Context: an optimization exercise on an open-source flow, tuned for small area and a short achievable clock period. The choices shown serve that exercise and are no tape-out recipe. Function was checked by simulation only, so behaviour that the tests miss may differ from the original. Power is estimated from default activity; no workload was simulated.

## flow/design.v (module list and top-level ports; edited modules follow where they fit)
// module bxor: 3 lines
// module bmaj: 3 lines
// module bpp: 3 lines
// module bsel: 3 lines
// module bseln: 3 lines
// module bppn: 3 lines
// module baoi: 3 lines
// module boai: 3 lines
// module bnand: 3 lines
// module bnor: 3 lines
// module bxnor: 3 lines
// module pipelined_boothe_multiplier: 6133 lines
module pipelined_boothe_multiplier #(
    parameter WIDTH = 32
) (
    input clk,
    input reset,
    input en,
    input [WIDTH - 1: 0] md,
    input [WIDTH - 1: 0] mr,
    output [(2 * WIDTH) - 1: 0] s_result
);
  // ...
==> flow/run.sh <==
#!/bin/bash
# synth_recipe.tcl (not shown) runs the flow's synth.tcl, then flattens the netlist and writes it again
# the make line also repeats each setting of config.mk as NAME=value (left out here)
make -C /OpenROAD-flow-scripts/flow DESIGN_CONFIG=/design/flow/config.mk WORK_HOME=/design/flow/orfs CLKGATE_MAP_FILE= SYNTH_SCRIPT=/design/flow/synth_recipe.tcl finish
==> flow/config.mk <==
export PLATFORM = sky130hd
export DESIGN_NAME = pipelined_boothe_multiplier
export DESIGN_NICKNAME = pipelined_boothe_multiplier
export VERILOG_FILES = /design/flow/design.v
export SDC_FILE = /design/flow/constraint.sdc
export NUM_CORES = 4
export LEC_CHECK = 0
export CAP_MARGIN = 20
export CORE_MARGIN = 2
export CORE_UTILIZATION = 65
export CTS_CLUSTER_DIAMETER = 100
export CTS_CLUSTER_SIZE = 30
export PLACE_DENSITY = 0.75
export SETUP_SLACK_MARGIN = 2.88
export SLEW_MARGIN = 20
export SYNTH_HIERARCHICAL = 1
export SYNTH_MINIMUM_KEEP_SIZE = 0
==> flow/constraint.sdc <==
create_clock -name core_clock -period 5.0 [get_ports {clk}]
set_input_delay 1.0000 -clock core_clock [delete_from_list [all_inputs] [get_ports {clk}]]
set_output_delay 1.0000 -clock core_clock [all_outputs]
set_load 0.01 [all_outputs]
==> notes.md, run 1 <==
- The flow ran to the end and the layout has no timing, DRC or antenna violations.
- The dominant delay contributor by cell family on the critical path is flip-flops.
- 3320 cells are multi-input combinational gates.
- The share of synthesized registers carrying an async set or reset is 0%.
- The number of core rows is 124.
- The post-detailed-route via-to-cell ratio is 5.21.
- The worst reg2reg path startpoint is s5[35].
- The number of synthesized register bits is 2345.
- The met3 wire length is 4.24 mm.
- In the detailed route, the total length drawn on met2 is 66.7 mm.
- Among all cell classes, the greatest summed area belongs to flip-flops and latches.
- The overall routed net length is 132 mm.
- The number of max-capacitance violations reported is 0.
- The Yosys step of the flow raised 7 warnings.
- At the placement stage, the worst setup path has a slack of 2150 ps.
- The fraction of the mapped netlist area in simple logic gates is 3.32%.
- The reported sequential group power is 31100 uW.
- The floorplan step defined a die boundary enclosing 118000 um2.
- The tree built by TritonCTS fans out to 2345 sinks.
- The instance count after placement with tap cells included is 7410.
- In the post-route analysis, the smallest setup slack over all paths is 2830 ps.
- 2 antenna diodes ended up in the layout.
- The worst setup path is launched from a flop.
- IR analysis of the VDD net gives a maximum drop of 0.394 mV.
- The quantity of gates resized following cts is 415.
- The number of library cell types mapped by synthesis is 42.
- The layout has 7678 filler cells.
- The critical path goes through buf_6.
- The number of failing hold endpoints at the final stage is 0.
- The vertical die dimension is 344 um.
- Excluding fillers, the count of instances in the completed layout stands at 7541.
- For this run, the share of the core covered by cells in the final layout is 71.7%.
- The slowest stage of the critical path is the sky130_fd_sc_hd__dfxtp_2 cell.
- Sequential cells placed in the final layout were counted as 2345.
- The power dissipated in the clock network is 8690 uW.
==> run 2: changes to the inputs <==
--- a/flow/config.mk
+++ b/flow/config.mk
@@ -7,11 +7,11 @@
 export LEC_CHECK = 0
 export CAP_MARGIN = 20
 export CORE_MARGIN = 2
-export CORE_UTILIZATION = 65
+export CORE_UTILIZATION = 60
 export CTS_CLUSTER_DIAMETER = 100
 export CTS_CLUSTER_SIZE = 30
-export PLACE_DENSITY = 0.75
-export SETUP_SLACK_MARGIN = 2.88
+export PLACE_DENSITY = 0.7
+export SETUP_SLACK_MARGIN = 2.8
 export SLEW_MARGIN = 20
 export SYNTH_HIERARCHICAL = 1
 export SYNTH_MINIMUM_KEEP_SIZE = 0
==> run 2 against run 1 <==
Still clean. Non-clock buffer count down 21. Clock power about the same. Routed wire length down 9.1%. Total power down 2.1%. Global-route usage down 3.1 points. Core utilization down 6.0 points. Clock-buffer cell count up 4. Critical path depth unchanged.
==> notes.md, run 2 <==
- The count of flip-flops with a built-in enable after synthesis came to 0 (unchanged).
- The number of synthesized register bits was 2345 (unchanged).
- The kind of critical path is flop to primary output (unchanged).
- The critical path capture point type is a primary output (unchanged).
- The residual DRC count came to 0 (unchanged).
- The HPWL after detailed placement was 88.4 mm (was 90.1 mm).
- The fraction of post-synthesis cell area in the top cell type by area is 62.6% (unchanged).
- The initial antenna violation count is 2 (was 3).
- The final worst hold slack is 316 ps (was 312 ps).
- The area of all sequential standard cells was 47300 um2 (was 47400 um2).
- The number of library cell types mapped by synthesis was 42 (unchanged).
- Largest regs: s3 x152, s4 x152, s2 x150 (unchanged).
- The dominant delay contributor by cell family on the critical path is flip-flops (unchanged).
- The residual overflow from global routing is 0 (unchanged).
- The share of synthesized registers carrying an async set or reset is 0% (unchanged).
- The power per standard cell area is 740 nW/um2 (was 750 nW/um2).
- The achievable frequency is 0.465 GHz (was 0.462 GHz).
- The number of failing hold endpoints at the final stage is 0 (unchanged).
- The final period utilization came to 43.0% (was 43.3%).
- The most common flop cell mapped by yosys is sky130_fd_sc_hd__dfxtp_1 (unchanged).
- The maximum root-to-sink buffer count is 3 (unchanged).
- The post-detailed-route via-to-cell ratio is 5.05 (was 5.21).
- The TritonCTS clock tree is built (unchanged).
- The die extent in x is 358 um (was 344 um).
- The worst path required time is 4000 ps (about the same).
- Most used standard cells in the synthesized netlist: 2345 x sky130_fd_sc_hd__dfxtp_1, 1328 x sky130_fd_sc_hd__xor2_1, 431 x sky130_fd_sc_hd__maj3_2 (unchanged).
- The clock net sink count came to 2345 (unchanged).
- The area used by multi-input combinational logic is 28000 um2 (was 28500 um2).
- Crit-path cells: buf_2 (was buf_6).
- The total iterations of the first detailed-routing run came to 5 (unchanged).
- The aggregate negative setup slack is 0 ps (unchanged).
- The post-route clock skew is 39.0 ps (was 34.1 ps).
- The post-layout net count is 6091 (was 6111).
- The die area is 128000 um2 (was 118000 um2).
- The clock latency at the later pin of the worst-skew pair is 710 ps (about the same).
- The largest stage delay on the critical path is 320 ps (was 340 ps).
- The vertical die dimension is 358 um (was 344 um).
- The net count after synthesis was 5871 (unchanged).
- The clock transition at the registers of the reported paths was 100 ps (was 120 ps).
- The total count of max-transition violations in the final report came to 0 (unchanged).
- The area added between synthesis and finish was 8.53% (was 9.40%).
- The leakage power of the design is 0.0332 uW (was 0.0334 uW).
- The mean instance size in the synthesized netlist came to 13.0 um2 (unchanged).
- Run status: no timing/DRC/antenna violations (unchanged).
- The global routing usage summed across all routing layers is 18.8% (was 21.9%).
- The number of violations reported at the end of detailed-routing iteration 0 came to 1749 (was 1718).
- The number of buffers inserted by port buffering came to 129 (unchanged).
- The routed wire length per instance is 15.7 um (was 17.5 um).
- The largest vdd supply drop is 0.340 mV (was 0.394 mV).
- The global-route wire length before repair is 196 mm (was 209 mm).
- The combined area of all synthesized cells is 75000 um2 (unchanged).
- The critical path's slowest cell is sky130_fd_sc_hd__dfxtp_1 (was sky130_fd_sc_hd__dfxtp_2).
- The placer's final routability congestion estimate is 0.846 (about the same).
- The cell at the root of the clock tree is sky130_fd_sc_hd__clkbuf_16 (unchanged).
- The initial core utilization is 60.6% (was 65.6%).
- The largest net degree at the start of global routing is 38 (was 33).
- The number of endpoints failing setup at the final stage came to 0 (unchanged).
- The proportion of synthesized chip area in sequential cells was 62.6% (unchanged).
- The clock period minus final worst setup slack is 2150 ps (was 2170 ps).
- The core region area is 124000 um2 (was 114000 um2).
- The transition time of the tightest slew-check pin is 723 ps (was 800 ps).
- Most used cells in the layout excluding fill and tap cells: 2177 x sky130_fd_sc_hd__dfxtp_1, 1295 x sky130_fd_sc_hd__xor2_1, 431 x sky130_fd_sc_hd__maj3_2, 304 x sky130_fd_sc_hd__xnor2_1 (was 2127 x sky130_fd_sc_hd__dfxtp_1, 1256 x sky130_fd_sc_hd__xor2_1, 431 x sky130_fd_sc_hd__maj3_2, 302 x sky130_fd_sc_hd__xnor2_1, 256 x sky130_fd_sc_hd__o22ai_1).
- The most common cell in the netlist is sky130_fd_sc_hd__dfxtp_1 (unchanged).
- The number of buffers and inverters on the critical path is 1 (unchanged).
- The kind of start point of the critical path is a flop (unchanged).
- Synth area leaders: sky130_fd_sc_hd__dfxtp_1 63%, sky130_fd_sc_hd__xor2_1 16%, sky130_fd_sc_hd__maj3_2 6.5% (unchanged).
- The most common cell after layout, fill and taps aside is sky130_fd_sc_hd__dfxtp_1 (unchanged).
- The arrival time at the worst endpoint came to 1150 ps (was 1170 ps).
- The fraction of layout instances using a drive strength above 1 is 15.5% (was 17.5%).
- The class of the most critical hold timing path is flop to flop (unchanged).
- The worst-path maximum fanout is 1 (unchanged).
- The count of boundary I/O pins came to 131 (unchanged).
- Setup repair after global routing missed its margin: yes (unchanged).
- The layout filler cell count is 9287 (was 7678).
- The final standard cell count with taps included and fillers excluded is 7653 (was 7541).
- The total clock buffers created by CTS came to 91 (was 89).
- The cell count after synthesis is 5776 (unchanged).
- The instance count after placement with tap cells included came to 7536 (was 7410).
- The overall routed net length is 120 mm (was 132 mm).
- The post-route antenna net violation count is 0 (unchanged).
- The number of core rows is 129 (was 124).
- The share of the core filled with cells is 65.7% (was 71.7%).
- The relative slew slack came to 51.8% (was 46.2%).
- The number of max-capacitance violations reported was 0 (unchanged).
- The count of hold-fix buffers inserted at cts is 0 (unchanged).
- The synthesis warning total is 7 (unchanged).
- The CTS H-tree depth is 3 (unchanged).
- The number of global-route vias before repair came to 38.1k (was 39.5k).
- The total via count after detailed routing is 38.7k (was 39.3k).
- The leading area contributor after synthesis is sky130_fd_sc_hd__dfxtp_1 (unchanged).
[run 2: cell types whose count changed in the layout (fill, tap and decap cells not counted), sizes merged]
cell and delta:
inv +6, buf -21, bufinv -1, nor2b -1, clkbuf +4, clkinv -1, clkinvlp +1
[run 2: report_power, final]
part	internal, uW	switching [uW]	total, uW
Sequential	27600	2870	30500
Clock	3460	5200	8660
Combinational	9550	11500	21100
Total	40600	19600	60200
[run 2: modules after synthesis, one instance, submodules excluded, a selection]
module,flops+latches,area [um2]
bsel,0,8.76
bxor,0,8.76
bxnor,0,8.76
pipelined_boothe_multiplier,2345,50700
bnor,0,3.75
baoi,0,8.76
bseln,0,6.26
bnand,0,3.75
boai,0,5.00
[run 2: repair_timing]
item / 4_1_cts / 5_1_grt
gates resized for setup: 368 / 169
buffers inserted: 1 / 2
pin swaps: 0 / 1
gates cloned: 1 / 0
endpoints found under the setup margin: 346 / 230
[run 2: area by class of cell]
type | count | area share (%)
Inverter | 105 | 0.484
Antenna cell | 2 | 0.00615
Clock inverter | 17 | 0.308
Tap cell | 1637 | 2.52
Timing Repair Buffer | 134 | 1.33
Multi-Input combinational cell | 3319 | 34.4
Sequential cell | 2345 | 58.1
Clock buffer | 94 | 2.86
[run 2: logic make-up after synthesis]
family | Yosys count | synth area share, %
DFF | 2345 | 62.6
xor gates and xnor gates | 1633 | 19.1
AOI/OAI and AO/OA | 751 | 7.41
and+or+nand+nor | 472 | 3.32
adders and majority gates | 459 | 6.96
buffers and inverters | 113 | 0.582
muxes | 3 | 0.0400
[run 2: layer usage]
metal	GRT usage (%)	vias to the layer above	wire length [um]
met1	23.7	18200	53600
li1	-	19700	-
met4	6.42	2	3240
met5	0	-	7
met3	2.40	188	4350
met2	33.2	612	58900
[run 2: path summary, 6_finish.rpt]
check / start / to / slack [ps] / cells after the start
setup reg to reg: s1[9] / s2[56] / 2860 / 6
hold / removal: s15[40] / s16[40] / 320 / 0
setup / recovery: s32[45] / s_result[45] / 2850 / 1
hold reg to reg: s15[40] / s16[40] / 320 / 0
[run 2: worst reg2reg max path, stage by stage (launching register included)]
cell and delay (ps):
sky130_fd_sc_hd__dfxtp_1 730, sky130_fd_sc_hd__o22ai_1 220, sky130_fd_sc_hd__xnor2_1 190, sky130_fd_sc_hd__and2_1 210, sky130_fd_sc_hd__maj3_2 330, sky130_fd_sc_hd__xor2_1 170
sky130_fd_sc_hd__xor2_1 150
[run 2: through the flow]
stage                     instance area, um2  worst slack (ps)  power, uW
after floorplan                        75000              2850      47100
after global placement                 78300              2130      51300
after detailed placement               78300              2050      52000
after CTS                              80800              2680      60800
after global routing                   81400              2780      64500
final                                  81400              2850      60200
==> run 3: changes to the inputs <==
--- a/flow/config.mk
+++ b/flow/config.mk
@@ -9,9 +9,9 @@
 export CORE_MARGIN = 2
 export CORE_UTILIZATION = 60
 export CTS_CLUSTER_DIAMETER = 100
-export CTS_CLUSTER_SIZE = 30
+export CTS_CLUSTER_SIZE = 34
 export PLACE_DENSITY = 0.7
-export SETUP_SLACK_MARGIN = 2.8
+export SETUP_SLACK_MARGIN = 2.82
 export SLEW_MARGIN = 20
 export SYNTH_HIERARCHICAL = 1
 export SYNTH_MINIMUM_KEEP_SIZE = 0
==> run 3 against run 2 <==
Still clean. Design area down 0.29%. Non-clock buffer count unchanged. Die area is the same. Maximum frequency grew 0.47%. Sequential share of layout area increased by 0.19 points. Worst hold slack got worse by 17 ps. Area after synthesis stayed put. Register-to-register slack barely moved. Global-route usage decreased by 0.14 points. Via count about the same. Critical path depth unchanged. Combinational power about the same. Largest cell class unchanged. Largest power group unchanged.
==> notes.md, run 3 <==
- Run status: no timing/DRC/antenna violations (unchanged).
- The final standard cell count with taps included and fillers excluded is 7641 (was 7653).
- The most common cell in the netlist is sky130_fd_sc_hd__dfxtp_1 (unchanged).
- The proportion of synthesized chip area in sequential cells came to 62.6% (unchanged).
- The area added between synthesis and finish is 8.22% (was 8.53%).
- The number of synthesized register bits came to 2345 (unchanged).
- The critical path capture point type is a primary output (unchanged).
- The core region area was 124000 um2 (unchanged).
- The residual overflow from global routing is 0 (unchanged).
- The cell at the root of the clock tree is sky130_fd_sc_hd__clkbuf_16 (unchanged).
- The worst-path maximum fanout is 1 (unchanged).
- The met2 wire length came to 58.5 mm (was 58.9 mm).
- The HPWL after detailed placement came to 88.4 mm (unchanged).
- The kind of critical path is flop to primary output (unchanged).
- The total iterations of the first detailed-routing run came to 7 (was 5).
- The count of flip-flops with a built-in enable after synthesis is 0 (unchanged).
- The number of endpoints failing setup at the final stage was 0 (unchanged).
- The clock transition at the registers of the reported paths was 120 ps (was 100 ps).
- The largest vdd supply drop came to 0.296 mV (was 0.340 mV).
- The depth of the worst register-to-register path came to 6 (unchanged).
- The most common cell after layout, fill and taps aside is sky130_fd_sc_hd__dfxtp_1 (unchanged).
- Most used standard cells in the synthesized netlist: 2345 x sky130_fd_sc_hd__dfxtp_1, 1328 x sky130_fd_sc_hd__xor2_1, 431 x sky130_fd_sc_hd__maj3_2 (unchanged).
- The total clock buffers created by CTS is 81 (was 91).
- The met3 wire length is 4.26 mm (was 4.35 mm).
- The aggregate negative setup slack came to 0 ps (unchanged).
- The vertical die dimension came to 358 um (unchanged).
- The share of synthesized registers carrying an async set or reset is 0% (unchanged).
- The routed length on met1 is 53.9 mm (was 53.6 mm).
- The routed wire length per instance came to 15.7 um (about the same).
- The number of global-route vias before repair is 37.9k (was 38.1k).
- The critical path's slowest cell is sky130_fd_sc_hd__dfxtp_2 (was sky130_fd_sc_hd__dfxtp_1).
- The number of max-capacitance violations reported is 0 (unchanged).
- The leading area contributor after synthesis was sky130_fd_sc_hd__dfxtp_1 (unchanged).
- The clock net sink count is 2345 (unchanged).
- The number of buffers inserted by port buffering was 129 (unchanged).
- The leakage power of the design is 0.0331 uW (was 0.0332 uW).
- Crit-path cells: buf_6 (was buf_2).
- The global-route wire length before repair is 195 mm (was 196 mm).
- Setup repair after global routing missed its margin: yes (unchanged).
- The final worst slack came to 2860 ps (was 2850 ps).
- The worst path required time came to 4000 ps (about the same).
- The fraction of layout instances using a drive strength above 1 is 15.6% (was 15.5%).
- The die area is 128000 um2 (unchanged).
- The residual DRC count was 0 (unchanged).
- The initial core utilization is 60.6% (unchanged).
- The largest net degree at the start of global routing was 38 (unchanged).
- The worst reg2reg path startpoint is s2[88] (was s1[9]).
- The count of boundary I/O pins is 131 (unchanged).
- The first element of the critical path is s32[44] (was s32[45]).
- The relative slew slack is 51.5% (was 51.8%).
- The post-route clock skew is 45.9 ps (was 39.0 ps).
- The combined area of all synthesized cells is 75000 um2 (unchanged).
- The kind of start point of the critical path is a flop (unchanged).
- The final period utilization is 42.8% (was 43.0%).
- The overall routed net length was 120 mm (about the same).
- The global routing usage summed across all routing layers is 18.7% (was 18.8%).
- The cell count after synthesis is 5776 (unchanged).
- The post-layout net count is 6081 (was 6091).
- The TritonCTS clock tree is built (unchanged).
- The power per standard cell area is 737 nW/um2 (was 740 nW/um2).
- The initial antenna violation count is 1 (was 2).
- The dominant delay contributor by cell family on the critical path is flip-flops (unchanged).
- The class of the most critical hold timing path is flop to flop (unchanged).
- The setup slack of the worst register-to-register path came to 2870 ps (was 2860 ps).
- The mean instance size in the synthesized netlist is 13.0 um2 (unchanged).
- The reg-to-reg critical path endpoint is s3[35] (was s2[56]).
- The share of the core filled with cells is 65.5% (was 65.7%).
- The die extent in x came to 358 um (unchanged).
- Most used cells in the layout excluding fill and tap cells: 2167 x sky130_fd_sc_hd__dfxtp_1, 1292 x sky130_fd_sc_hd__xor2_1, 431 x sky130_fd_sc_hd__maj3_2, 305 x sky130_fd_sc_hd__xnor2_1 (was 2177 x sky130_fd_sc_hd__dfxtp_1, 1295 x sky130_fd_sc_hd__xor2_1, 431 x sky130_fd_sc_hd__maj3_2, 304 x sky130_fd_sc_hd__xnor2_1).
- The arrival time at the worst endpoint is 1140 ps (was 1150 ps).
- The number of core rows is 129 (unchanged).
- The critical path depth in cells came to 1 (unchanged).
- The clock period minus final worst setup slack is 2140 ps (was 2150 ps).
- The achievable frequency is 0.468 GHz (was 0.465 GHz).
- The instance count after placement with tap cells included came to 7536 (unchanged).
- The transition time of the tightest slew-check pin is 727 ps (was 723 ps).
- The number of failing hold endpoints at the final stage came to 0 (unchanged).
- The post-route antenna net violation count is 0 (unchanged).
- Synth area leaders: sky130_fd_sc_hd__dfxtp_1 63%, sky130_fd_sc_hd__xor2_1 16%, sky130_fd_sc_hd__maj3_2 6.5% (unchanged).
- The top layer used by detailed routing is met5 (unchanged).
- The synthesis warning total was 7 (unchanged).
- The number of violations reported at the end of detailed-routing iteration 0 was 1633 (was 1749).
- The most common flop cell mapped by yosys is sky130_fd_sc_hd__dfxtp_1 (unchanged).
- The total via count after detailed routing is 38.7k (about the same).
- The CTS H-tree depth is 3 (unchanged).
- The maximum root-to-sink buffer count is 3 (unchanged).
- The total count of max-transition violations in the final report was 0 (unchanged).
- The placer's final routability congestion estimate is 0.846 (unchanged).
- The clock latency at the later pin of the worst-skew pair is 710 ps (about the same).
- The total power of the final layout is 59800 uW (was 60200 uW).
- The post-placement setup slack is 2050 ps (unchanged).
- Largest regs: s3 x152, s4 x152, s2 x150 (unchanged).
- The layout filler cell count is 9339 (was 9287).
- The destination of the critical timing path is s_result[44] (was s_result[45]).
- The number of library cell types mapped by synthesis is 42 (unchanged).
- The fraction of post-synthesis cell area in the top cell type by area is 62.6% (unchanged).
- The post-detailed-route via-to-cell ratio is 5.06 (was 5.05).
- The largest stage delay on the critical path was 350 ps (was 320 ps).
- The number of buffers and inverters on the critical path was 1 (unchanged).
- The net count after synthesis came to 5871 (unchanged).
-- run 3: cell types whose count changed in the layout (fill, tap and decap cells not counted), moves of 2 or more --
cell | previous run | this run
sky130_fd_sc_hd__clkinv_8 | 1 | 4
sky130_fd_sc_hd__nor2_1 | 73 | 66
sky130_fd_sc_hd__clkinv_16 | 3 | 1
sky130_fd_sc_hd__buf_4 | 6 | 4
sky130_fd_sc_hd__clkinv_2 | 2 | 0
sky130_fd_sc_hd__clkbuf_1 | 1 | 4
sky130_fd_sc_hd__dfxtp_1 | 2177 | 2167
sky130_fd_sc_hd__xor2_1 | 1295 | 1292
sky130_fd_sc_hd__buf_6 | 11 | 14
sky130_fd_sc_hd__nor2_2 | 5 | 12
sky130_fd_sc_hd__xor2_4 | 7 | 9
sky130_fd_sc_hd__dfxtp_2 | 117 | 126
sky130_fd_sc_hd__clkbuf_16 | 93 | 81
-- run 3: per-layer routing --
metal	vias up	track usage [%]
met1	18200	23.6
met5	-	0
met3	197	2.41
li1	19700	-
met2	568	33.0
met4	2	6.32
-- run 3: cell type report --
| cell class | count | area [um2] | share of cell area, % |
|---|---|---|---|
| clock inverter | 14 | 204 | 0.251 |
| multi-input combinational | 3319 | 28000 | 34.6 |
| antenna | 1 | 2.50 | 0.00308 |
| inverter | 105 | 394 | 0.486 |
| timing repair buffer | 134 | 1090 | 1.35 |
| clock buffer | 86 | 2060 | 2.53 |
| sequential | 2345 | 47300 | 58.3 |
| tap | 1637 | 2050 | 2.52 |
-- run 3: cell families after synthesis --
logic type | synth area share [%]
compound gates | 7.41
xor+xnor | 19.1
fa+ha+maj | 6.96
buf+inv | 0.582
flops | 62.6
mux | 0.0400
simple gates | 3.32
-- run 3: power by group --
group / internal (uW) / leakage, uW / total, uW / switching (uW)
clock: 3070 / 0.00110 / 8150 / 5080
combinational: 9590 / 0.0122 / 21200 / 11600
sequential: 27600 / 0.0198 / 30500 / 2870
total: 40200 / 0.0331 / 59800 / 19500
-- run 3: how the worst min path moves through the flow --
stage / from / to / depth (start not counted)
after CTS: s9[42] / s10[42] / 0
final: s9[42] / s10[42] / 0
after global routing: s8[50] / s9[50] / 0
after detailed placement: s9[11] / s10[11] / 0
after floorplan: s9[0] / s10[0] / 0
after global placement: s27[12] / s28[12] / 0
-- run 3: Yosys stat by module (local to each module, per instance), excerpt --
module / cell area, um2 / cells inside / flip-flops and latches
bxnor: 8.76 / 1 / 0
bsel: 8.76 / 1 / 0
bmaj: 11.3 / 1 / 0
bnor: 3.75 / 1 / 0
bnand: 3.75 / 1 / 0
pipelined_boothe_multiplier: 50700 / 2947 / 2345
bxor: 8.76 / 1 / 0
-- run 3: metrics by stage --
step | cell area (um2) | hold slack [ps]
CTS | 80600 | 302
floorplan | 75000 | 310
detailed placement | 78300 | 312
global placement | 78300 | 309
finish | 81100 | 299
global route | 81100 | 316
-- run 3: repair_timing --
action | in CTS | in global routing
cloned | 1 | 0
pin swaps | 0 | 3
resized for setup | 374 | 190
buffers inserted | 0 | 3
endpoints found under the setup margin | 352 | 252
hold buffers | 0 | 0
==> run 4: changes to the inputs <==
--- a/flow/config.mk
+++ b/flow/config.mk
@@ -9,9 +9,10 @@
 export CORE_MARGIN = 2
 export CORE_UTILIZATION = 60
 export CTS_CLUSTER_DIAMETER = 100
-export CTS_CLUSTER_SIZE = 34
+export CTS_CLUSTER_SIZE = 30
 export PLACE_DENSITY = 0.7
-export SETUP_SLACK_MARGIN = 2.82
+export SETUP_SLACK_MARGIN = 2.85
 export SLEW_MARGIN = 20
 export SYNTH_HIERARCHICAL = 1
 export SYNTH_MINIMUM_KEEP_SIZE = 0
+export TNS_END_PERCENT = 30
==> run 4 against run 3 <==
Die area unchanged. Maximum frequency down 1.1%. Critical endpoint is now s4[37]. Routed wire length up 0.25%. Clock skew down 4.3 ps. Worst hold slack better by 17 ps. Critical path depth up 4. Largest cell class unchanged. Final cell count up 0.16%.
==> notes.md, run 4 <==
- The post-detailed-route via-to-cell ratio is 5.06 (about the same).
- The combined area of all synthesized cells came to 75000 um2 (unchanged).
- The relative slew slack came to 50.3% (was 51.5%).
- The number of global-route vias before repair is 38.1k (was 37.9k).
- The class of the most critical hold timing path is flop to flop (unchanged).
- The number of endpoints failing setup at the final stage is 0 (unchanged).
- The count of boundary I/O pins came to 131 (unchanged).
- The die extent in x is 358 um (unchanged).
- The worst-path maximum fanout is 19 (was 1).
- Setup repair after global routing missed its margin: yes (unchanged).
- The post-layout net count is 6092 (was 6081).
- The HPWL after detailed placement is 88.4 mm (unchanged).
- The core region area was 124000 um2 (unchanged).
- The total via count after detailed routing was 38.7k (about the same).
- Synth area leaders: sky130_fd_sc_hd__dfxtp_1 63%, sky130_fd_sc_hd__xor2_1 16%, sky130_fd_sc_hd__maj3_2 6.5% (unchanged).
- The cell count after synthesis came to 5776 (unchanged).
- The post-route clock skew was 41.6 ps (was 45.9 ps).
- The leakage power of the design came to 0.0332 uW (was 0.0331 uW).
- The aggregate negative setup slack came to 0 ps (unchanged).
- The final period utilization came to 43.3% (was 42.8%).
- The most common cell after layout, fill and taps aside is sky130_fd_sc_hd__dfxtp_1 (unchanged).
- The cell at the root of the clock tree is sky130_fd_sc_hd__clkbuf_16 (unchanged).
- The number of library cell types mapped by synthesis was 42 (unchanged).
- The most common flop cell mapped by yosys is sky130_fd_sc_hd__dfxtp_1 (unchanged).
- The global routing usage summed across all routing layers came to 18.7% (about the same).
- The achievable frequency is 0.462 GHz (was 0.468 GHz).
- The area added between synthesis and finish came to 8.58% (was 8.22%).
- The total clock buffers created by CTS was 91 (was 81).
- Run status: no timing/DRC/antenna violations (unchanged).
- The post-route antenna net violation count is 0 (unchanged).
- The proportion of synthesized chip area in sequential cells is 62.6% (unchanged).
- The residual overflow from global routing is 0 (unchanged).
- The leading area contributor after synthesis is sky130_fd_sc_hd__dfxtp_1 (unchanged).
- Most used cells in the layout excluding fill and tap cells: 2183 x sky130_fd_sc_hd__dfxtp_1, 1290 x sky130_fd_sc_hd__xor2_1, 431 x sky130_fd_sc_hd__maj3_2, 304 x sky130_fd_sc_hd__xnor2_1 (was 2167 x sky130_fd_sc_hd__dfxtp_1, 1292 x sky130_fd_sc_hd__xor2_1, 431 x sky130_fd_sc_hd__maj3_2, 305 x sky130_fd_sc_hd__xnor2_1).
- The global-route wire length before repair came to 195 mm (about the same).
- The transition time of the tightest slew-check pin is 745 ps (was 727 ps).
- The TritonCTS clock tree is built (unchanged).
- The number of failing hold endpoints at the final stage is 0 (unchanged).
- The CTS H-tree depth is 3 (unchanged).
- The die area is 128000 um2 (unchanged).
- The initial core utilization came to 60.6% (unchanged).
- The total iterations of the first detailed-routing run is 5 (was 7).
- The number of violations reported at the end of detailed-routing iteration 0 was 1707 (was 1633).
- The total count of max-transition violations in the final report was 0 (unchanged).
- The clock transition at the registers of the reported paths was 100 ps (was 120 ps).
- The number of synthesized register bits is 2345 (unchanged).
- The placer's final routability congestion estimate is 0.846 (unchanged).
- The number of max-capacitance violations reported is 0 (unchanged).
- Most used standard cells in the synthesized netlist: 2345 x sky130_fd_sc_hd__dfxtp_1, 1328 x sky130_fd_sc_hd__xor2_1, 431 x sky130_fd_sc_hd__maj3_2 (unchanged).
- The clock latency at the later pin of the worst-skew pair is 720 ps (was 710 ps).
- The synthesis warning total was 7 (unchanged).
- The arrival time at the worst endpoint is 2800 ps (was 1140 ps).
- The worst path required time is 5640 ps (was 4000 ps).
- The count of flip-flops with a built-in enable after synthesis is 0 (unchanged).
- The number of buffers inserted by port buffering was 129 (unchanged).
- The largest net degree at the start of global routing is 38 (unchanged).
- The kind of critical path is flop to flop (was flop to primary output).
- The clock net sink count was 2345 (unchanged).
- The final standard cell count with taps included and fillers excluded is 7653 (was 7641).
- The instance count after placement with tap cells included is 7536 (unchanged).
- The kind of start point of the critical path is a flop (unchanged).
- The number of core rows is 129 (unchanged).
- The residual DRC count is 0 (unchanged).
- The total power of the final layout came to 60300 uW (was 59800 uW).
- The overall routed net length is 120 mm (about the same).
- The largest vdd supply drop came to 0.341 mV (was 0.296 mV).
- The share of the core filled with cells is 65.8% (was 65.5%).
- The mean instance size in the synthesized netlist is 13.0 um2 (unchanged).
- The initial antenna violation count was 2 (was 1).
- The fraction of post-synthesis cell area in the top cell type by area is 62.6% (unchanged).
- The count of hold-fix buffers inserted at cts is 0 (unchanged).
- The share of synthesized registers carrying an async set or reset was 0% (unchanged).
- The fraction of layout instances using a drive strength above 1 is 15.6% (about the same).
- The most common cell in the netlist was sky130_fd_sc_hd__dfxtp_1 (unchanged).
- The vertical die dimension was 358 um (unchanged).
- The net count after synthesis is 5871 (unchanged).
- The critical path capture point type is a flop (was primary output).
- The maximum root-to-sink buffer count is 3 (unchanged).
- Largest regs: s3 x152, s4 x152, s2 x150 (unchanged).
- The clock period minus final worst setup slack is 2160 ps (was 2140 ps).
- The routed wire length per instance came to 15.7 um (about the same).
- The power per standard cell area came to 741 nW/um2 (was 737 nW/um2).
run 4: what timing repair did:
item	CTS	global route
buffers inserted	0	4
setup endpoints to repair	360	361
pin swaps	0	4
gates resized for setup	347	194
cloned	0	1
run 4: final cells by class:
cell class | instances | area, um2
flip-flops and latches | 2345 | 47300
fillers | 9301 | 42400
multi-input cells | 3319 | 28100
clock buffers | 94 | 2330
well taps | 1637 | 2050
repair buffers | 135 | 1050
inverters | 105 | 394
clock inverters | 17 | 250
diodes | 1 | 2.50
run 4: power breakdown:
| group | internal [uW] | switching [uW] |
|---|---|---|
| combinational | 9600 | 11600 |
| sequential | 27600 | 2880 |
| clock | 3460 | 5200 |
| total | 40700 | 19600 |
run 4: stage by stage:
| step | setup WS (ps) | hold WS [ps] | instance area, um2 |
|---|---|---|---|
| floorplan | 2850 | 310 | 75000 |
| global placement | 2130 | 309 | 78300 |
| detailed placement | 2050 | 312 | 78300 |
| CTS | 2670 | 315 | 80700 |
| global route | 2720 | 322 | 81400 |
| finish | 2840 | 316 | 81400 |
run 4: worst max-delay path, stage by stage (launching register included):
cell                      delay, ps
sky130_fd_sc_hd__dfxtp_2        730
sky130_fd_sc_hd__xor2_1         190
sky130_fd_sc_hd__maj3_2         360
sky130_fd_sc_hd__xor2_1         190
sky130_fd_sc_hd__xor2_1         330
sky130_fd_sc_hd__maj3_2         270
run 4: final timing paths:
| path | to | cells after the start | from | slack, ps |
|---|---|---|---|---|
| max | s4[37] | 5 | s3[128] | 2840 |
| min | s16[40] | 0 | s15[40] | 320 |
| max reg2reg | s4[37] | 5 | s3[128] | 2840 |
| min reg2reg | s16[40] | 0 | s15[40] | 320 |
run 4: cells by family (layout without fill, tap and decap cells):
kind of cell	count (synthesis)	in the layout	share of synthesized area (%)
DFF	2345	2345	62.6
xor gates and xnor gates	1633	1633	19.1
AOI/OAI and AO/OA	751	751	7.41
and+or+nand+nor	472	473	3.32
adders and majority gates	459	459	6.96
buffers and inverters	113	351	0.582
muxes	3	3	0.0400
other	0	1	0
run 4: layer usage:
layer | up-vias | global-route usage, % | wire length [um]
li1 | 19700 | - | -
met1 | 18200 | 23.7 | 53700
met2 | 600 | 33.1 | 58800
met3 | 185 | 2.41 | 4310
met4 | 2 | 6.35 | 3210
met5 | - | 0 | 7
run 4: per-module statistics from Yosys, one instance, submodules excluded:
module	times used	cells inside	cell area [um2]
baoi	96	1	8.76
bnand	75	1	3.75
bnor	58	1	3.75
pipelined_boothe_multiplier	1	2947	50700
bxnor	277	1	8.76
bseln	256	1	6.26
boai	75	1	5.00
bmaj	431	1	11.3
bsel	256	1	8.76
bxor	1305	1	8.76
==> run 5: changes to the inputs <==
--- a/flow/config.mk
+++ b/flow/config.mk
@@ -15,4 +15,3 @@
 export SLEW_MARGIN = 20
 export SYNTH_HIERARCHICAL = 1
 export SYNTH_MINIMUM_KEEP_SIZE = 0
-export TNS_END_PERCENT = 30
==> run 5 against run 4 <==
Synthesized cell count did not move. Global-route usage fell by 0.094 points. Design area rose by 0.67%. Sequential power barely moved. Die area did not move. Non-clock buffer count rose by 12. Worst hold slack improved by 5.2 ps. Largest power group unchanged. Highest routed layer unchanged.
==> notes.md, run 5 <==
- Run status: no timing/DRC/antenna violations (unchanged).
- The overall routed net length came to 121 mm (was 120 mm).
- The busiest layer in global routing is met2 (unchanged).
- The kind of critical path is flop to primary output (was flop to flop).
- The placer's final routability congestion estimate is 0.842 (was 0.846).
- The residual DRC count is 0 (unchanged).
- The count of antenna diodes in the layout is 0 (was 1).
- The mean instance size in the synthesized netlist is 13.0 um2 (unchanged).
- The share of the core filled with cells was 66.2% (was 65.8%).
- The synthesis warning total is 7 (unchanged).
- The total count of max-transition violations in the final report is 0 (unchanged).
- The maximum root-to-sink buffer count is 3 (unchanged).
- The fraction of layout instances using a drive strength above 1 is 16.8% (was 15.6%).
- The die extent in x came to 358 um (unchanged).
- The TritonCTS clock tree is built (unchanged).
- The CTS H-tree depth came to 3 (unchanged).
- The clock transition at the registers of the reported paths is 110 ps (was 100 ps).
- The largest stage delay on the critical path is 330 ps (was 730 ps).
- The vertical die dimension came to 358 um (unchanged).
- The post-route clock skew is 33.6 ps (was 41.6 ps).
- The number of global-route vias before repair came to 37.8k (was 38.1k).
- The class of the most critical hold timing path is flop to flop (unchanged).
- The critical path's slowest cell is sky130_fd_sc_hd__dfxtp_2 (unchanged).
- The worst-path maximum fanout is 1 (was 19).
- The clock net sink count is 2345 (unchanged).
- The transition time of the tightest slew-check pin was 740 ps (was 745 ps).
- The core region area is 124000 um2 (unchanged).
- The routed wire length per instance is 15.8 um (was 15.7 um).
- The post-route antenna net violation count is 0 (unchanged).
- The aggregate negative setup slack was 0 ps (unchanged).
- The relative slew slack was 50.6% (was 50.3%).
- The combined area of all synthesized cells was 75000 um2 (unchanged).
- The leading area contributor after synthesis is sky130_fd_sc_hd__dfxtp_1 (unchanged).
- The layout filler cell count came to 9359 (was 9301).
- The achievable frequency was 0.466 GHz (was 0.462 GHz).
- Setup repair after global routing missed its margin: yes (unchanged).
- The HPWL after detailed placement is 88.3 mm (was 88.4 mm).
- The met2 track demand over resource in global routing is 32.6% (was 33.1%).
- Most used cells in the layout excluding fill and tap cells: 2151 x sky130_fd_sc_hd__dfxtp_1, 1262 x sky130_fd_sc_hd__xor2_1, 431 x sky130_fd_sc_hd__maj3_2, 304 x sky130_fd_sc_hd__xnor2_1, 256 x sky130_fd_sc_hd__o22ai_1 (was 2183 x sky130_fd_sc_hd__dfxtp_1, 1290 x sky130_fd_sc_hd__xor2_1, 431 x sky130_fd_sc_hd__maj3_2, 304 x sky130_fd_sc_hd__xnor2_1).
- The residual overflow from global routing is 0 (unchanged).
- The most common cell in the netlist is sky130_fd_sc_hd__dfxtp_1 (unchanged).
- The total clock buffers created by CTS is 91 (unchanged).
- The clock period minus final worst setup slack is 2150 ps (was 2160 ps).
- The initial core utilization is 60.6% (unchanged).
- The number of synthesized register bits is 2345 (unchanged).
- The cell count after synthesis was 5776 (unchanged).
- The fraction of synthesized area in multiplexers is 0.0400% (unchanged).
- Synth area leaders: sky130_fd_sc_hd__dfxtp_1 63%, sky130_fd_sc_hd__xor2_1 16%, sky130_fd_sc_hd__maj3_2 6.5% (unchanged).
- The post-detailed-route via-to-cell ratio is 5.07 (was 5.06).
- The kind of start point of the critical path is a flop (unchanged).
- The area added between synthesis and finish came to 9.31% (was 8.58%).
- The count of flip-flops with a built-in enable after synthesis is 0 (unchanged).
- The largest family of logic cells by synthesized area is XOR/XNOR gates (unchanged).
- The largest vdd supply drop came to 0.404 mV (was 0.341 mV).
- The arrival time at the worst endpoint was 1150 ps (was 2800 ps).
- The number of max-capacitance violations reported came to 0 (unchanged).
- The leakage power of the design is 0.0334 uW (was 0.0332 uW).
- The most common flop cell mapped by yosys is sky130_fd_sc_hd__dfxtp_1 (unchanged).
- The total iterations of the first detailed-routing run is 5 (unchanged).
- The global routing usage summed across all routing layers is 18.6% (was 18.7%).
- The final period utilization is 42.9% (was 43.3%).
- The cell at the root of the clock tree is sky130_fd_sc_hd__clkbuf_16 (unchanged).
- The die area is 128000 um2 (unchanged).
- The area fraction in compound gates after synthesis came to 7.41% (unchanged).
- Largest regs: s3 x152, s4 x152, s2 x150 (unchanged).
- The total via count after detailed routing is 38.8k (was 38.7k).
- The power per standard cell area came to 738 nW/um2 (was 741 nW/um2).
- The number of library cell types mapped by synthesis was 42 (unchanged).
- The critical path capture point type is a primary output (was flop).
- The fraction of post-synthesis cell area in the top cell type by area was 62.6% (unchanged).
- Most used standard cells in the synthesized netlist: 2345 x sky130_fd_sc_hd__dfxtp_1, 1328 x sky130_fd_sc_hd__xor2_1, 431 x sky130_fd_sc_hd__maj3_2 (unchanged).
- The final standard cell count with taps included and fillers excluded was 7663 (was 7653).
- The count of boundary I/O pins is 131 (unchanged).
- The most common cell after layout, fill and taps aside is sky130_fd_sc_hd__dfxtp_1 (unchanged).
- The clock latency at the later pin of the worst-skew pair came to 730 ps (was 720 ps).
- The global-route wire length before repair is 194 mm (was 195 mm).
- The largest net degree at the start of global routing is 33 (was 38).
- The XOR/XNOR share of the synthesized area is 19.1% (unchanged).
- The instance count after placement with tap cells included is 7535 (was 7536).
- The count of hold-fix buffers inserted at cts is 0 (unchanged).
- The worst path required time is 4000 ps (was 5640 ps).
- The number of failing hold endpoints at the final stage is 0 (unchanged).
- The number of violations reported at the end of detailed-routing iteration 0 is 1846 (was 1707).
- The share of synthesized registers carrying an async set or reset came to 0% (unchanged).
- The number of buffers inserted by port buffering is 129 (unchanged).
- The post-synthesis share of cell area spent on full adders, half adders and majority gates is 6.96% (unchanged).
- The number of buffers and inverters on the critical path was 1 (was 0).
- The initial antenna violation count is 4 (was 2).
- The met1 track demand over resource is 23.5% (was 23.7%).
- The number of core rows is 129 (unchanged).
- The met3 routing resource usage after global routing is 2.48% (was 2.41%).
- The number of endpoints failing setup at the final stage is 0 (unchanged).
- The proportion of synthesized chip area in sequential cells is 62.6% (unchanged).
- The post-layout net count is 6104 (was 6092).
- Crit-path cells: buf_6 (was xor2_1, maj3_2, xor2_1, xor2_1, maj3_2).
- The fraction of the mapped netlist area in simple logic gates is 3.32% (unchanged).
- The net count after synthesis came to 5871 (unchanged).
- The dominant delay contributor by cell family on the critical path is flip-flops (unchanged).
run 5: cells by family (layout without fill, tap and decap cells):
family	count (synthesis)	in the layout
DFF	2345	2345
xor gates and xnor gates	1633	1633
AOI/OAI and AO/OA	751	751
and+or+nand+nor	472	473
adders and majority gates	459	459
buffers and inverters	113	362
muxes	3	3
run 5: power breakdown:
group / switching, uW / internal, uW / leakage (uW) / total [uW]
Sequential: 2900 / 27600 / 0.0198 / 30500
Combinational: 11600 / 9710 / 0.0123 / 21300
Clock: 5240 / 3410 / 0.00125 / 8650
Total: 19700 / 40700 / 0.0334 / 60500
run 5: final timing paths:
check,endpoint,slack [ps],cells past startpoint,startpoint
min,s2[149],320,0,s1[80]
min reg2reg,s2[149],320,0,s1[80]
max,s_result[6],2850,1,s32[6]
max reg2reg,s3[40],2870,7,s2[110]
run 5: area by class of cell:
cell class	count	area, um2	share of cell area [%]
tap	1637	2050	2.50
clock inverter	19	295	0.360
timing repair buffer	147	1250	1.52
clock buffer	91	2280	2.78
sequential	2345	47400	57.8
inverter	105	394	0.481
multi-input combinational	3319	28300	34.6
run 5: per-stage QoR:
step	total power (uW)	instance area, um2	hold slack, ps	setup WS [ps]
detailed placement	52000	78300	312	2180
global placement	51300	78300	309	2220
CTS	60800	81000	310	2680
finish	60500	82000	321	2850
global route	64700	82000	315	2710
floorplan	47100	75000	310	2860
run 5: repair_timing:
item	CTS	global route
cloned	1	0
setup endpoints to repair	387	345
resized for setup	394	247
setup buffers	0	17
pin swaps	0	61
run 5: modules after synthesis (local to each module, per instance), excerpt:
module                       cell area (um2)  copies in the design  cells  flops+latches
baoi                                    8.76                    96      1              0
bnand                                   3.75                    75      1              0
bnor                                    3.75                    58      1              0
boai                                    5.00                    75      1              0
bseln                                   6.26                   256      1              0
bxnor                                   8.76                   277      1              0
bxor                                    8.76                  1305      1              0
pipelined_boothe_multiplier            50700                     1   2947           2345
run 5: per-layer routing:
| layer | up-vias | wire length [um] |
|---|---|---|
| met3 | 246 | 4520 |
| met4 | 4 | 4130 |
| met5 | - | 23 |
| li1 | 19700 | - |
| met1 | 18200 | 53700 |
| met2 | 635 | 58400 |
==> run 6: changes to the inputs <==
--- a/flow/config.mk
+++ b/flow/config.mk
@@ -11,7 +11,8 @@
 export CTS_CLUSTER_DIAMETER = 100
 export CTS_CLUSTER_SIZE = 30
 export PLACE_DENSITY = 0.7
-export SETUP_SLACK_MARGIN = 2.85
+export SETUP_SLACK_MARGIN = 2.87
 export SLEW_MARGIN = 20
 export SYNTH_HIERARCHICAL = 1
 export SYNTH_MINIMUM_KEEP_SIZE = 0
+export TNS_END_PERCENT = 60
==> run 6 against run 5 <==
Still clean on timing, DRC and antenna. Non-clock buffer count is 3 higher. Sequential cell count stayed put. Via count is 0.27% higher. Design area hardly changed. Synthesized cell count stayed put. Maximum frequency is 0.80% lower. Global-route usage is 0.068 points higher. Clock-buffer cell count is 1 higher. Largest cell class unchanged.
==> notes.md, run 6 <==
- The clock latency at the later pin of the worst-skew pair is 730 ps (about the same).
- The clock period minus final worst setup slack is 2160 ps (was 2150 ps).
- The top layer used by detailed routing is met5 (unchanged).
- The transition time of the tightest slew-check pin is 772 ps (was 740 ps).
- The area added between synthesis and finish is 9.38% (was 9.31%).
- The clock transition at the registers of the reported paths was 100 ps (was 110 ps).
- The critical path capture point type is a primary output (unchanged).
- The cell at the root of the clock tree is sky130_fd_sc_hd__clkbuf_16 (unchanged).
- The aggregate negative setup slack is 0 ps (unchanged).
- The cell count after synthesis is 5776 (unchanged).
- The number of max-capacitance violations reported was 0 (unchanged).
- The largest stage delay on the critical path came to 330 ps (about the same).
- The arrival time at the worst endpoint is 1160 ps (was 1150 ps).
- The number of library cell types mapped by synthesis is 42 (unchanged).
- The net count after synthesis is 5871 (unchanged).
- The fraction of layout instances using a drive strength above 1 is 16.8% (about the same).
- The class of the most critical hold timing path is flop to flop (unchanged).
- The maximum root-to-sink buffer count is 3 (unchanged).
- The share of synthesized registers carrying an async set or reset is 0% (unchanged).
- The count of flip-flops with a built-in enable after synthesis is 0 (unchanged).
- The post-route clock skew is 41.8 ps (was 33.6 ps).
- The initial antenna violation count is 4 (unchanged).
- The number of synthesized register bits came to 2345 (unchanged).
- The fraction of post-synthesis cell area in the top cell type by area is 62.6% (unchanged).
- The share of power burned in the clock network is 14.4% (was 14.3%).
- The switching share of power was 32.5% (was 32.7%).
- The leading area contributor after synthesis is sky130_fd_sc_hd__dfxtp_1 (unchanged).
- The routed length on met1 came to 53.2 mm (was 53.7 mm).
- The number of endpoints failing setup at the final stage was 0 (unchanged).
- The switching component of the power was 19700 uW (about the same).
- The placer's final routability congestion estimate came to 0.817 (was 0.842).
- The total power of the final layout was 60500 uW (about the same).
- Setup repair after global routing missed its margin: yes (unchanged).
- The leakage power of the design is 0.0334 uW (about the same).
- The total count of max-transition violations in the final report came to 0 (unchanged).
- Run status: no timing/DRC/antenna violations (unchanged).
- The vertical die dimension is 358 um (unchanged).
- The most common cell in the netlist is sky130_fd_sc_hd__dfxtp_1 (unchanged).
- The worst-path maximum fanout was 1 (unchanged).
- The global routing usage summed across all routing layers was 18.7% (was 18.6%).
- The TritonCTS clock tree is built (unchanged).
- The routed wire length per instance is 15.8 um (about the same).
- The most common cell after layout, fill and taps aside is sky130_fd_sc_hd__dfxtp_1 (unchanged).
- The kind of critical path is flop to primary output (unchanged).
- The number of global-route vias before repair is 38.4k (was 37.8k).
- The critical path's slowest cell is sky130_fd_sc_hd__dfxtp_1 (was sky130_fd_sc_hd__dfxtp_2).
- The dominant delay contributor by cell family on the critical path is flip-flops (unchanged).
- The number of buffers and inverters on the critical path is 1 (unchanged).
- The core region area is 124000 um2 (unchanged).
- Synth area leaders: sky130_fd_sc_hd__dfxtp_1 63%, sky130_fd_sc_hd__xor2_1 16%, sky130_fd_sc_hd__maj3_2 6.5% (unchanged).
- The initial core utilization is 60.6% (unchanged).
- The layout filler cell count is 9307 (was 9359).
- Largest regs: s3 x152, s4 x152, s2 x150 (unchanged).
- The combined area of all synthesized cells is 75000 um2 (unchanged).
- The count of antenna diodes in the layout is 0 (unchanged).
- The total via count after detailed routing is 38.9k (was 38.8k).
- The largest net degree at the start of global routing is 33 (unchanged).
- The residual overflow from global routing is 0 (unchanged).
- The worst path required time is 4000 ps (about the same).
- The CTS H-tree depth is 3 (unchanged).
- The met3 wire length is 4.75 mm (was 4.52 mm).
- The overall routed net length is 121 mm (about the same).
- Crit-path cells: buf_2 (was buf_6).
- The proportion of synthesized chip area in sequential cells is 62.6% (unchanged).
- The most common flop cell mapped by yosys was sky130_fd_sc_hd__dfxtp_1 (unchanged).
- The total iterations of the first detailed-routing run is 7 (was 5).
- The post-detailed-route via-to-cell ratio is 5.08 (was 5.07).
- The die extent in x is 358 um (unchanged).
- The global-route wire length before repair is 195 mm (was 194 mm).
- The relative slew slack came to 48.1% (was 50.6%).
- The number of core rows came to 129 (unchanged).
- The count of hold-fix buffers inserted at cts came to 0 (unchanged).
- The kind of start point of the critical path is a flop (unchanged).
- The final period utilization is 43.3% (was 42.9%).
- The die area is 128000 um2 (unchanged).
- The power per standard cell area was 738 nW/um2 (about the same).
- The met2 wire length is 59.8 mm (was 58.4 mm).
- The number of violations reported at the end of detailed-routing iteration 0 is 1768 (was 1846).
- The total clock buffers created by CTS is 90 (was 91).
- The cell internal power dissipation is 40800 uW (was 40700 uW).
- The number of failing hold endpoints at the final stage came to 0 (unchanged).
- The post-layout net count came to 6107 (was 6104).
- The sequential share of power is 50.4% (about the same).
- The count of boundary I/O pins is 131 (unchanged).
- The number of buffers inserted by port buffering is 129 (unchanged).
- The achievable frequency is 0.462 GHz (was 0.466 GHz).
- The post-route antenna net violation count is 0 (unchanged).
- The share of power burned in combinational logic was 35.3% (about the same).
- The residual DRC count is 0 (unchanged).
- Most used cells in the layout excluding fill and tap cells: 2146 x sky130_fd_sc_hd__dfxtp_1, 1274 x sky130_fd_sc_hd__xor2_1, 431 x sky130_fd_sc_hd__maj3_2, 303 x sky130_fd_sc_hd__xnor2_1, 255 x sky130_fd_sc_hd__o22ai_1 (was 2151 x sky130_fd_sc_hd__dfxtp_1, 1262 x sky130_fd_sc_hd__xor2_1, 431 x sky130_fd_sc_hd__maj3_2, 304 x sky130_fd_sc_hd__xnor2_1, 256 x sky130_fd_sc_hd__o22ai_1).
- The mean instance size in the synthesized netlist is 13.0 um2 (unchanged).
- The largest vdd supply drop is 0.359 mV (was 0.404 mV).
- Most used standard cells in the synthesized netlist: 2345 x sky130_fd_sc_hd__dfxtp_1, 1328 x sky130_fd_sc_hd__xor2_1, 431 x sky130_fd_sc_hd__maj3_2 (unchanged).
- The HPWL after detailed placement is 88.6 mm (was 88.3 mm).
- The clock net sink count is 2345 (unchanged).
- The synthesis warning total is 7 (unchanged).
==> run 6: cell counts after synthesis <==
Identical to the previous run, type by type.
==> run 6: stage by stage <==
step                utilization (%)  setup WS [ps]  instances  hold WS, ps  instance area [um2]
global route                   66.2           2750       7666          325                82000
finish                         66.2           2840       7666          319                82000
CTS                            65.5           2730       7645          321                81100
detailed placement             63.2           2180       7535          312                78300
floorplan                         -           2860       5776          310                75000
global placement               63.2           2230       7535          309                78300
==> run 6: power groups by stage <==
stage	clock network [uW]	registers, uW	logic (uW)
floorplan	0	29800	17300
global placement	0	30400	20900
detailed placement	0	30900	21100
CTS	9090	30600	21200
global route	9720	31400	23600
finish	8710	30500	21300
==> run 6: routing by layer <==
| layer | vias to the layer above | global-route usage [%] |
|---|---|---|
| li1 | 19700 | - |
| met1 | 18300 | 23.1 |
| met2 | 647 | 33.2 |
| met3 | 210 | 3.10 |
| met4 | 6 | 6.24 |
| met5 | - | 0 |
==> run 6: path summary, 6_finish.rpt <==
path	from	endpoint	slack [ps]	cells past startpoint
worst max register to register	s2[122]	s3[38]	2870	7
worst min register to register	s22[20]	s23[20]	320	0
worst min-delay path	s22[20]	s23[20]	320	0
worst max-delay path	s32[21]	s_result[21]	2840	1
==> run 6: timing repair <==
action                                  in CTS  in global routing
pin swaps                                    0                 44
buffers inserted                             0                 20
gates resized for setup                    423                207
cloned                                       1                  1
endpoints found under the setup margin     385                369
==> run 6: final cells by class <==
cell class	instances	area [um2]	share of cell area, %
clock buffers	92	2300	2.81
clock inverters	17	308	0.375
inverters	105	394	0.481
multi-input cells	3320	28300	34.5
flip-flops and latches	2345	47400	57.8
well taps	1637	2050	2.50
repair buffers	150	1300	1.58
==> run 6: logic make-up after synthesis <==
kind of cell | synth area share (%)
buffers and inverters | 0.582
multiplexers | 0.0400
AND/OR/NAND/NOR | 3.32
adder cells (fa/ha/maj) | 6.96
XOR/XNOR | 19.1
flip-flops | 62.6
AO/OA/AOI/OAI | 7.41
==> run 6: Yosys stat by module (local to each module, per instance), excerpt <==
| module | flip-flops and latches | cells | times used | cell area, um2 |
|---|---|---|---|---|
| pipelined_boothe_multiplier | 2345 | 2947 | 1 | 50700 |
| bseln | 0 | 1 | 256 | 6.26 |
| bmaj | 0 | 1 | 431 | 11.3 |
| baoi | 0 | 1 | 96 | 8.76 |
| boai | 0 | 1 | 75 | 5.00 |
| bnor | 0 | 1 | 58 | 3.75 |
| bsel | 0 | 1 | 256 | 8.76 |
| bxor | 0 | 1 | 1305 | 8.76 |
| bnand | 0 | 1 | 75 | 3.75 |
==> run 7: changes to the inputs <==
--- a/flow/config.mk
+++ b/flow/config.mk
@@ -9,9 +9,9 @@
 export CORE_MARGIN = 2
 export CORE_UTILIZATION = 60
 export CTS_CLUSTER_DIAMETER = 100
-export CTS_CLUSTER_SIZE = 30
+export CTS_CLUSTER_SIZE = 34
 export PLACE_DENSITY = 0.7
-export SETUP_SLACK_MARGIN = 2.87
+export SETUP_SLACK_MARGIN = 2.85
 export SLEW_MARGIN = 20
 export SYNTH_HIERARCHICAL = 1
 export SYNTH_MINIMUM_KEEP_SIZE = 0
==> run 7 against run 6 <==
Design area down 0.77%. Still clean on timing, DRC and antenna. Clock skew rose by 1.1 ps. Area after synthesis is the same. Routed wire length shrank 0.58%. Total power fell by 1.0%. Sequential share of layout area increased by 0.42 points. Non-clock buffer count shrank 10. Setup slack gained 27 ps. Sequential power barely moved. Synthesized cell count unchanged. Largest power group unchanged. Clock power decreased by 6.3%. Final cell count decreased by 0.26%.
==> notes.md, run 7 <==
- The dominant delay contributor by cell family on the critical path is flip-flops (unchanged).
- The number of synthesized register bits was 2345 (unchanged).
- The overall routed net length was 120 mm (was 121 mm).
- The total power of the final layout is 59900 uW (was 60500 uW).
- The number of global-route vias before repair was 37.9k (was 38.4k).
- The die area is 128000 um2 (unchanged).
- The number of violations reported at the end of detailed-routing iteration 0 is 1678 (was 1768).
- The largest vdd supply drop is 0.295 mV (was 0.359 mV).
- The arrival time at the worst endpoint is 1140 ps (was 1160 ps).
- The combined area of all synthesized cells is 75000 um2 (unchanged).
- The post-route clock skew came to 42.9 ps (was 41.8 ps).
- The most common cell after layout, fill and taps aside was sky130_fd_sc_hd__dfxtp_1 (unchanged).
- The reg-to-reg critical path endpoint is s3[38] (unchanged).
- The critical path capture point type is a primary output (unchanged).
- The number of failing hold endpoints at the final stage is 0 (unchanged).
- Run status: no timing/DRC/antenna violations (unchanged).
- Most used standard cells in the synthesized netlist: 2345 x sky130_fd_sc_hd__dfxtp_1, 1328 x sky130_fd_sc_hd__xor2_1, 431 x sky130_fd_sc_hd__maj3_2 (unchanged).
- The aggregate negative setup slack is 0 ps (unchanged).
- The number of library cell types mapped by synthesis is 42 (unchanged).
- The area used by multi-input combinational logic is 28200 um2 (was 28300 um2).
- The residual DRC count is 0 (unchanged).
- The initial core utilization came to 60.6% (unchanged).
- The layout filler cell count came to 9323 (was 9307).
- The HPWL after detailed placement came to 88.4 mm (was 88.6 mm).
- The worst path required time is 4000 ps (about the same).
- The largest net degree at the start of global routing was 38 (was 33).
- The post-layout net count came to 6087 (was 6107).
- The class of the most critical hold timing path is flop to flop (unchanged).
- The count of flip-flops with a built-in enable after synthesis is 0 (unchanged).
- The residual overflow from global routing was 0 (unchanged).
- The number of buffers and inverters on the critical path is 1 (unchanged).
- The total count of max-transition violations in the final report is 0 (unchanged).
- The final period utilization is 42.7% (was 43.3%).
- The number of cells on the worst hold path is 0 (unchanged).
- The net count after synthesis is 5871 (unchanged).
- The power per standard cell area is 736 nW/um2 (was 738 nW/um2).
- The number of core rows is 129 (unchanged).
- The worst-path maximum fanout was 1 (unchanged).
- The area added between synthesis and finish came to 8.53% (was 9.38%).
- Synth area leaders: sky130_fd_sc_hd__dfxtp_1 63%, sky130_fd_sc_hd__xor2_1 16%, sky130_fd_sc_hd__maj3_2 6.5% (unchanged).
- The clock latency at the later pin of the worst-skew pair was 710 ps (was 730 ps).
- The total via count after detailed routing is 38.7k (was 38.9k).
- The depth of the worst register-to-register path is 7 (unchanged).
- The cell count after synthesis is 5776 (unchanged).
- The synthesis warning total is 7 (unchanged).
- The proportion of synthesized chip area in sequential cells was 62.6% (unchanged).
- The count of boundary I/O pins is 131 (unchanged).
- The kind of start point of the critical path is a flop (unchanged).
- The startpoint of the worst hold path is s9[42] (was s22[20]).
- The clock period minus final worst setup slack is 2140 ps (was 2160 ps).
- The core region area was 124000 um2 (unchanged).
- The share of synthesized registers carrying an async set or reset is 0% (unchanged).
- Largest regs: s3 x152, s4 x152, s2 x150 (unchanged).
- The kind of critical path is flop to primary output (unchanged).
- The transition time of the tightest slew-check pin is 674 ps (was 772 ps).
- The clock transition at the registers of the reported paths came to 110 ps (was 100 ps).
- The count of antenna diodes in the layout is 0 (unchanged).
- The most common flop cell mapped by yosys is sky130_fd_sc_hd__dfxtp_1 (unchanged).
- The TritonCTS clock tree is built (unchanged).
- The clock net sink count was 2345 (unchanged).
- The die extent in x is 358 um (unchanged).
- The count of hold-fix buffers inserted at cts is 0 (unchanged).
- Crit-path cells: buf_2 (unchanged).
- The global routing usage summed across all routing layers is 18.7% (about the same).
- The maximum root-to-sink buffer count came to 3 (unchanged).
- The cell at the root of the clock tree is sky130_fd_sc_hd__clkbuf_16 (unchanged).
- The achievable frequency is 0.468 GHz (was 0.462 GHz).
- The most common cell in the netlist is sky130_fd_sc_hd__dfxtp_1 (unchanged).
- The mean instance size in the synthesized netlist is 13.0 um2 (unchanged).
- The fraction of post-synthesis cell area in the top cell type by area is 62.6% (unchanged).
- The area of all sequential standard cells is 47400 um2 (about the same).
- The total iterations of the first detailed-routing run is 5 (was 7).
- Most used cells in the layout excluding fill and tap cells: 2152 x sky130_fd_sc_hd__dfxtp_1, 1278 x sky130_fd_sc_hd__xor2_1, 431 x sky130_fd_sc_hd__maj3_2, 305 x sky130_fd_sc_hd__xnor2_1 (was 2146 x sky130_fd_sc_hd__dfxtp_1, 1274 x sky130_fd_sc_hd__xor2_1, 431 x sky130_fd_sc_hd__maj3_2, 303 x sky130_fd_sc_hd__xnor2_1, 255 x sky130_fd_sc_hd__o22ai_1).
- The leading area contributor after synthesis was sky130_fd_sc_hd__dfxtp_1 (unchanged).
- The placer's final routability congestion estimate came to 0.846 (was 0.817).
- The post-detailed-route via-to-cell ratio is 5.06 (was 5.08).
- The relative slew slack is 54.7% (was 48.1%).
- The post-route antenna net violation count is 0 (unchanged).
- The number of endpoints failing setup at the final stage came to 0 (unchanged).
- Setup repair after global routing missed its margin: yes (unchanged).
- The setup slack of the worst register-to-register path came to 2870 ps (about the same).
- The end of the worst hold path is s10[42] (was s23[20]).
- The critical path's slowest cell is sky130_fd_sc_hd__dfxtp_1 (unchanged).
- The CTS H-tree depth was 3 (unchanged).
- The vertical die dimension is 358 um (unchanged).
- The number of buffers inserted by port buffering was 129 (unchanged).
- The leakage power of the design came to 0.0331 uW (was 0.0334 uW).
- The routed wire length per instance is 15.7 um (was 15.8 um).
- The global-route wire length before repair was 194 mm (was 195 mm).
- The initial antenna violation count is 1 (was 4).
- The fraction of layout instances using a drive strength above 1 is 16.3% (was 16.8%).
- The largest stage delay on the critical path is 330 ps (about the same).
- The number of max-capacitance violations reported came to 0 (unchanged).
- The worst reg2reg path startpoint is s2[128] (was s2[122]).
- The total clock buffers created by CTS is 81 (was 90).
==> run 7: cell types whose count changed in the layout (fill, tap and decap cells not counted), sizes merged, moves of 3 or more <==
cell	previous run	this run
clkbuf	93	86
inv	107	113
bufinv	3	0
buf	84	75
clkinv	10	5
==> run 7: Yosys stat by module (local to each module, per instance), excerpt <==
module,flops+latches,cells inside,times used,cell area (um2)
bxnor,0,1,277,8.76
boai,0,1,75,5.00
bmaj,0,1,431,11.3
bnor,0,1,58,3.75
pipelined_boothe_multiplier,2345,2947,1,50700
bxor,0,1,1305,8.76
bseln,0,1,256,6.26
==> run 7: logic make-up after synthesis <==
group | count (synthesis) | synth area share (%)
buffers and inverters | 113 | 0.582
AOI/OAI and AO/OA | 751 | 7.41
adders and majority gates | 459 | 6.96
muxes | 3 | 0.0400
and+or+nand+nor | 472 | 3.32
xor gates and xnor gates | 1633 | 19.1
DFF | 2345 | 62.6
==> run 7: routing by layer <==
metal / wire length, um / GRT usage [%]
met1: 54100 / 23.6
met2: 58800 / 33.0
met3: 4250 / 2.34
met4: 3150 / 6.23
met5: 7 / 0
==> run 7: through the flow <==
step	hold slack, ps	area [um2]	instances	utilization, %	setup WS [ps]
finish	299	81400	7646	65.7	2860
global route	316	81400	7646	65.7	2790
CTS	302	80600	7637	65.1	2690
detailed placement	312	78300	7536	63.2	2050
global placement	309	78300	7536	63.2	2130
floorplan	310	75000	5776	-	2850
==> run 7: cell type report <==
type	count	area share (%)
Timing Repair Buffer	140	1.41
Tap cell	1637	2.52
Clock inverter	14	0.251
Sequential cell	2345	58.2
Clock buffer	86	2.53
Multi-Input combinational cell	3319	34.6
Inverter	105	0.484
==> run 7: worst max-delay path by stage <==
stage	slack [ps]	cells past startpoint	startpoint	to
final	2860	1	s32[13]	s_result[13]
after global routing	2790	1	s32[13]	s_result[13]
after CTS	2690	6	s5[29]	s6[39]
after detailed placement	2050	5	reset	s32[63]
after global placement	2130	5	reset	s32[63]
after floorplan	2850	5	s4[148]	s5[42]
==> run 7: timing repair <==
action / in CTS / in global routing
resized for setup: 384 / 229
endpoints found under the setup margin: 359 / 303
pin swaps: 0 / 18
setup buffers: 0 / 9
cloned: 1 / 0
==> run 7: where the power goes <==
group | internal [uW] | total (uW) | switching (uW)
Sequential | 27600 | 30500 | 2860
Clock | 3070 | 8160 | 5090
Combinational | 9640 | 21300 | 11700

## static timing again, ports no longer ideal
The flow's constraints put no driver on any port. The routed layouts listed below were extracted and timed again, unchanged, in two steps. Step 1 sets driving cells, clkbuf_16 on the clock port and buf_2 on the other inputs (assumed; they add their load-dependent delay and slew). Step 2 times the ports against the registers' clock, not the clock port: input delays grow and output delays shrink by t, the midpoint of the rising clock arrivals with the driver on. Slacks: ideal / step 1 / step 2; pairs: ideal / step 1.
run	t (ns)	setup slack, ns	hold WS [ns]	clock arrival spread, ns	worst slew at a driven data input, ns
run 1	0.772	2.834 / 2.763 / 2.328	0.312 / 0.312 / 0.312	0.047 / 0.048	0.14
run 2	0.766	2.851 / 2.780 / 2.504	0.316 / 0.316 / 0.316	0.039 / 0.039	0.11
run 3	0.756	2.861 / 2.791 / 2.408	0.299 / 0.299 / 0.299	0.051 / 0.050	0.12
run 4	0.768	2.837 / 2.779 / 2.554	0.316 / 0.316 / 0.316	0.043 / 0.043	0.11
run 5	0.773	2.853 / 2.785 / 2.350	0.321 / 0.321 / 0.321	0.048 / 0.048	0.12
run 6	0.781	2.836 / 2.765 / 2.377	0.319 / 0.319 / 0.319	0.048 / 0.048	0.12
run 7	0.755	2.863 / 2.793 / 2.542	0.299 / 0.299 / 0.299	0.050 / 0.050	0.12
After both steps every run listed still meets setup and hold. The setup slack of run 1, which loses most, moves by -0.071 ns with the drivers and by -0.506 ns with both steps.
